From an optimization exercise on the open Yosys and OpenROAD flow, aimed at small area, a short achievable clock period and few clock cycles per item; shortcuts taken in it are not production practice.
RTL that was checked went through simulation tests only; none was proved equivalent to the original.
No activity file was given, so power comes from the tool's default toggle rates.

==> run B: inputs <==
## MyDesign
module MyDesign (
  input   wire dut_run,
  output  wire dut_busy,
  input   wire reset_b,
  input   wire clk,
  output wire        input_sram_write_enable,
  output wire [11:0] input_sram_write_addresss,
  output wire [15:0] input_sram_write_data,
  output reg  [11:0] input_sram_read_address,
  input  wire [15:0] input_sram_read_data,
  output wire        output_sram_write_enable,
  output reg  [11:0] output_sram_write_addresss,
  output wire [15:0] output_sram_write_data,
  output wire [11:0] output_sram_read_address,
  input  wire [15:0] output_sram_read_data,
  output wire        scratchpad_sram_write_enable,
  output wire [11:0] scratchpad_sram_write_addresss,
  output wire [15:0] scratchpad_sram_write_data,
  output wire [11:0] scratchpad_sram_read_address,
  input  wire [15:0] scratchpad_sram_read_data,
  output wire        weights_sram_write_enable,
  output wire [11:0] weights_sram_write_addresss,
  output wire [15:0] weights_sram_write_data,
  output wire [11:0] weights_sram_read_address,
  input  wire [15:0] weights_sram_read_data
);
  assign input_sram_write_enable   = 1'b0;
  assign input_sram_write_addresss = 12'd0;
  assign input_sram_write_data     = 16'd0;
  reg        busy;                
  reg        run;                 
  reg        av;                  
  reg  [2:0] wcnt;                
  reg  [4:0] endsr;               
  wire       start = dut_run & ~busy;
  reg        pv, ph;
  reg  [5:0] pr;
  reg  [4:0] pj;
  reg  [6:0] nreg;
  wire [4:0] cmask = {nreg[6], |nreg[6:5], |nreg[6:4], |nreg[6:3], |nreg[6:2]};
  wire [5:0] rmask = {nreg[6], |nreg[6:5], |nreg[6:4], |nreg[6:3], |nreg[6:2], |nreg[6:1]};
  wire       lastcol = (pj == cmask);
  wire       lastrow = (pr == rmask);
  reg  [15:0] XR, XRp, XA, XAp, XB, XBp;
  reg  [15:0] XRo;                
  reg         weo;                
  reg  [4:0]  spwa;               
  reg         wbank;              
  reg         xv, xh, xlast, xn4;
  reg  [5:0]  xr;
  reg  [4:0]  xj;
  wire        endd = run & xh & (&XR);
  reg  [11:0] ira;                
  reg  [4:0]  spra;               
  reg  [6:0]  wra;                
  reg  [4:0]  jA, jB, jC, jD, jE;  
  always @(posedge clk) begin
  ...
==> flow/config.mk <==
export PLATFORM = sky130hd
export DESIGN_NAME = MyDesign
export DESIGN_NICKNAME = MyDesign
export VERILOG_FILES = /design/flow/design.v
export SDC_FILE = /design/flow/constraint.sdc
export NUM_CORES = 4
export LEC_CHECK = 0
export CAP_MARGIN = 40
export CORE_MARGIN = 2
export CORE_UTILIZATION = 85
export CTS_CLUSTER_DIAMETER = 150
export CTS_CLUSTER_SIZE = 25
export SLEW_MARGIN = 40
export SYNTH_HIERARCHICAL = 1
==> flow/constraint.sdc <==
create_clock -name core_clock -period 12.0 [get_ports {clk}]
set_input_delay 2.4000 -clock core_clock [delete_from_list [all_inputs] [get_ports {clk}]]
set_output_delay 2.4000 -clock core_clock [all_outputs]
set_load 0.01 [all_outputs]
standard.sh (not shown) runs the stock make flow with config.mk's settings and CLKGATE_MAP_FILE= SYNTH_SCRIPT=/design/flow/synth_recipe.tcl, a recipe that flattens the netlist after the stock synthesis.
==> flow/flow/run.sh <==
#!/bin/bash
# The standard layout (the standard.sh, standard synthesis unchanged), with
# the port buffers inserted by buffer_ports made from buf_2 cells instead of
# the default choice. Each tool's output goes to ORFS's own logs under orfs/;
# this script's output goes to run_flow.log.
set -euo pipefail
export BUFFER_PORTS_ARGS="-buffer_cell sky130_fd_sc_hd__buf_2"
bash standard.sh > run_flow.log 2>&1
==> run C (differences from run B) <==
--- a/flow/design.v
+++ b/flow/design.v
@@ -1828,56 +1828,55 @@
   assign input_sram_write_enable   = 1'b0;
   assign input_sram_write_addresss = 12'd0;
   assign input_sram_write_data     = 16'd0;
   reg        busy;                
   reg        run;                 
   reg        av;                  
   reg  [2:0] wcnt;                
-  reg  [4:0] endsr;               
+  reg  [3:0] endsr;               
   wire       start = dut_run & ~busy;
   reg        pv, ph;
   reg  [5:0] pr;
   reg  [4:0] pj;
   reg  [6:0] nreg;
   wire [4:0] cmask = {nreg[6], |nreg[6:5], |nreg[6:4], |nreg[6:3], |nreg[6:2]};
   wire [5:0] rmask = {nreg[6], |nreg[6:5], |nreg[6:4], |nreg[6:3], |nreg[6:2], |nreg[6:1]};
   wire       lastcol = (pj == cmask);
   wire       lastrow = (pr == rmask);
   reg  [15:0] XR, XRp, XA, XAp, XB, XBp;
-  reg  [15:0] XRo;                
+  reg  [15:0] XRo, XAo;           
   reg         weo;                
   reg  [4:0]  spwa;               
-  reg         wbank;              
   reg         xv, xh, xlast, xn4;
   reg  [5:0]  xr;
   reg  [4:0]  xj;
   wire        endd = run & xh & (&XR);
   reg  [11:0] ira;                
   reg  [4:0]  spra;               
   reg  [6:0]  wra;                
-  reg  [4:0]  jA, jB, jC, jD, jE;  
+  reg  [4:0]  jA, jB, jC, jD;     
   always @(posedge clk) begin
     if (!reset_b) begin
       busy  <= 1'b0;
       run   <= 1'b0;
       weo   <= 1'b0;
       av    <= 1'b0;
       pv    <= 1'b0;
-      endsr <= 5'd0;
+      endsr <= 4'd0;
     end else begin
-      endsr <= {endsr[3:0], endd};
+      endsr <= {endsr[2:0], endd};
       if (start) begin
         busy  <= 1'b1;
         run   <= 1'b1;
         weo   <= 1'b1;
         av   <= 1'b1;
         pv   <= 1'b0;
       end else begin
-        if (endsr[3]) run  <= 1'b0;
-        if (endsr[4]) busy <= 1'b0;
+        if (endsr[2]) run  <= 1'b0;
+        if (endsr[3]) busy <= 1'b0;
         if (endsr[0]) weo <= 1'b0;
         if (endd) begin
           av <= 1'b0;
           pv <= 1'b0;
         end else
           pv <= av;
       end
@@ -1886,15 +1885,15 @@
   always @(posedge clk) begin
     if (av) ira <= ira + 12'd1;
     else    ira <= 12'd0;
     if (!run)               wcnt <= 3'd0;
     else if (wcnt != 3'd6)  wcnt <= wcnt + 3'd1;
     if (!run)               wra <= 7'd0;
     else if (wcnt < 3'd4)   wra <= {4'd0, wcnt + 3'd1};
-    else                    wra <= {1'b1, pr[0], pj};
+    else                    wra <= {2'b10, pj};
     if (!pv)
       ph <= 1'b1;
     else if (ph) begin
       ph   <= 1'b0;
       pr   <= 6'd0;
       pj   <= 5'd0;
       nreg <= input_sram_read_data[6:0];
@@ -1906,18 +1905,16 @@
       pj <= pj + 5'd1;
   end
   always @(posedge clk) begin
     if (!reset_b) begin
       input_sram_read_address <= 12'd0;
       spra <= 5'd0;
       spwa <= 5'd0;
-      wbank <= 1'b0;
     end else begin
       spwa <= pj;
-      wbank <= pr[0];
       if (av) input_sram_read_address <= ira + 12'd1;
       else    input_sram_read_address <= 12'd0;
       if (pv) begin
         if (ph | lastcol) spra <= 5'd0;
         else              spra <= pj + 5'd1;
       end
     end
@@ -1935,32 +1932,33 @@
     xj    <= pj;
     xlast <= lastcol & lastrow;
     xn4   <= ~|cmask[4:1];
     jA <= xj;
     jB <= jA;
     jC <= jB;
     jD <= jC;
-    jE <= jD;
   end
   always @(posedge clk) begin
     if (!reset_b) begin
       XRo <= 16'd0;
+      XAo <= 16'd0;
     end else begin
       XRo <= input_sram_read_data;
+      XAo <= scratchpad_sram_read_data;
     end
   end
   assign scratchpad_sram_read_address   = {7'd0, spra};
   assign scratchpad_sram_write_enable   = weo;
   assign scratchpad_sram_write_addresss = {7'd0, spwa};
   assign scratchpad_sram_write_data     = XRo;
   assign weights_sram_read_address      = {5'd0, wra};
   assign weights_sram_write_enable      = weo;
-  assign weights_sram_write_addresss    = {6'b000001, wbank, spwa};
-  assign weights_sram_write_data        = XRo;
-  assign output_sram_read_address       = {7'b1000000, jC};
+  assign weights_sram_write_addresss    = {7'b0000010, jA};
+  assign weights_sram_write_data        = XAo;
+  assign output_sram_read_address       = {7'b1000000, jB};
   reg [7:0] k00, k01, k02, k10, k11, k12, k20, k21, k22;
   always @(posedge clk) begin
     case (wcnt)
       3'd1: begin k00 <= weights_sram_read_data[15:8]; k01 <= weights_sram_read_data[7:0]; end
       3'd2: begin k02 <= weights_sram_read_data[15:8]; k10 <= weights_sram_read_data[7:0]; end
       3'd3: begin k11 <= weights_sram_read_data[15:8]; k12 <= weights_sram_read_data[7:0]; end
       3'd4: begin k20 <= weights_sram_read_data[15:8]; k21 <= weights_sram_read_data[7:0]; end
@@ -1989,48 +1987,50 @@
   fin f0 (.i(P3a), .r(r0));
   fin f1 (.i(P3b), .r(r1));
   reg  [8:0]  R0, R1;
   always @(posedge clk) begin
     R0 <= r0;
     R1 <= r1;
   end
-  reg [4:0] T1, T2, T3, T4, T5;
-  wire [4:0] T0 = {run & xv & (|xr[5:1]) & (|xj), ~xr[0], xr[1] ^ xj[0], xlast, xn4};
+  reg [4:0] T1, T2, T3, T4;
+  wire [4:0] T0 = {xv & (|xr[5:1]) & (|xj), ~xr[0], xr[1] ^ xj[0], xlast, xn4};
   always @(posedge clk) begin
     if (!reset_b) begin
-      T1 <= 5'd0; T2 <= 5'd0; T3 <= 5'd0; T4 <= 5'd0; T5 <= 5'd0;
+      T1 <= 5'd0; T2 <= 5'd0; T3 <= 5'd0; T4 <= 5'd0;
     end else begin
-      T1 <= T0; T2 <= T1; T3 <= T2; T4 <= T3; T5 <= T4;
+      T1 <= T0; T2 <= T1; T3 <= T2; T4 <= T3;
     end
   end
-  wire t_ov = T5[4], t_even = T5[3], t_par = T5[2], t_last = T5[1];
-  wire [6:0]  c0 = R0[8] ? 7'd0 : (R0[7] ? 7'd127 : R0[6:0]);
-  wire [6:0]  c1 = R1[8] ? 7'd0 : (R1[7] ? 7'd127 : R1[6:0]);
-  reg  [6:0]  HR;
-  always @(posedge clk) HR <= (c0 > c1) ? c0 : c1;
+  wire t_ov = T4[4], t_even = T4[3], t_par = T4[2], t_last = T4[1];
   reg  [6:0]  Creg, Hhold, pend;
   reg  [11:0] oaddr;
   reg         owe;
   reg  [6:0]  owh, owl;
-  wire [6:0]  item = (HR > Creg) ? HR : Creg;
-  always @(posedge clk) Creg <= T4[0] ? Hhold : output_sram_read_data[14:8];
+  wire [6:0]  c0 = R0[8] ? 7'd0 : (R0[7] ? 7'd127 : R0[6:0]);
+  wire [6:0]  c1 = R1[8] ? 7'd0 : (R1[7] ? 7'd127 : R1[6:0]);
+  wire        g01 = c0 > c1;
+  wire        g0c = c0 > Creg;
+  wire        g1c = c1 > Creg;
+  wire [6:0]  H    = g01 ? c0 : c1;
+  wire [6:0]  item = (g01 & g0c) ? c0 : ((~g01 & g1c) ? c1 : Creg);
+  always @(posedge clk) Creg <= T3[0] ? Hhold : output_sram_read_data[14:8];
   always @(posedge clk) begin
     if (!reset_b) begin
       owe <= 1'b0;
     end else begin
       owe <= t_ov & (t_even | t_par | t_last);
     end
   end
   always @(posedge clk) begin
     if (!run) oaddr <= 12'd0;
     if (t_ov) begin
       if (t_even) begin
-        Hhold <= HR;
-        owh   <= HR;
-        output_sram_write_addresss <= {7'b1000000, jE};
+        Hhold <= H;
+        owh   <= H;
+        output_sram_write_addresss <= {7'b1000000, jD};
       end else begin
         output_sram_write_addresss <= oaddr;
         if (t_par) begin
           owh <= pend;
           owl <= item;
           oaddr <= oaddr + 12'd1;
         end else begin
==> flow/config.mk (replaced) <==
export PLATFORM = sky130hd
export DESIGN_NAME = MyDesign
export DESIGN_NICKNAME = MyDesign
export VERILOG_FILES = /design/flow/design.v
export SDC_FILE = /design/flow/constraint.sdc
export NUM_CORES = 4
export LEC_CHECK = 0
export CAP_MARGIN = 70
export CORE_MARGIN = 2
export CORE_UTILIZATION = 70
export CTS_CLUSTER_DIAMETER = 150
export CTS_CLUSTER_SIZE = 25
export SLEW_MARGIN = 70
export SYNTH_HIERARCHICAL = 1
==> summary of the runs <==
Global-route usage: run B is higher than run C (7.2 points). Of run B and run C, run B has the higher routed wire length (gap about 0.9%, measured against run C). Between run C and run B, the lower cell count is in run B (gap about 8%, measured against run B). Of run B and run C, run C has the higher critical path depth (gap 4). Run B finished clean. Run C passed the timing, DRC and antenna checks. Against run B, the total power of run C is higher by 0.21%.
Testbench counts of run B, summed over its fixed seeds: cycles 36,684, items 15,932.
Only the layout flow was run in run C; the RTL was not checked for function there.

==> port drivers added, routing unchanged <==
How much do the figures lean on ideal ports? The routed layouts below were timed once more, with nothing changed but the port constraints. Step 1, drivers: a clkbuf_16 drives clk and a buf_2 each remaining input, both assumed. Step 2 adds t to the input delays and takes it off the output delays; t is the mean of the earliest and latest rising clock arrival at the registers after step 1. Input paths then give back, and output paths get back, about the clock's delay inside the block. Slacks: no drivers / after step 1 / after step 2; pairs: no drivers / after step 1.
run | t (ns) | setup slack, ns | worst slew at a driven data input, ns
run B | 0.733 | 8.199 / 8.199 / 8.199 | 0.08
run C | 0.712 | 8.285 / 8.285 / 8.285 | 0.04
After both steps setup and hold are still met in every run listed.
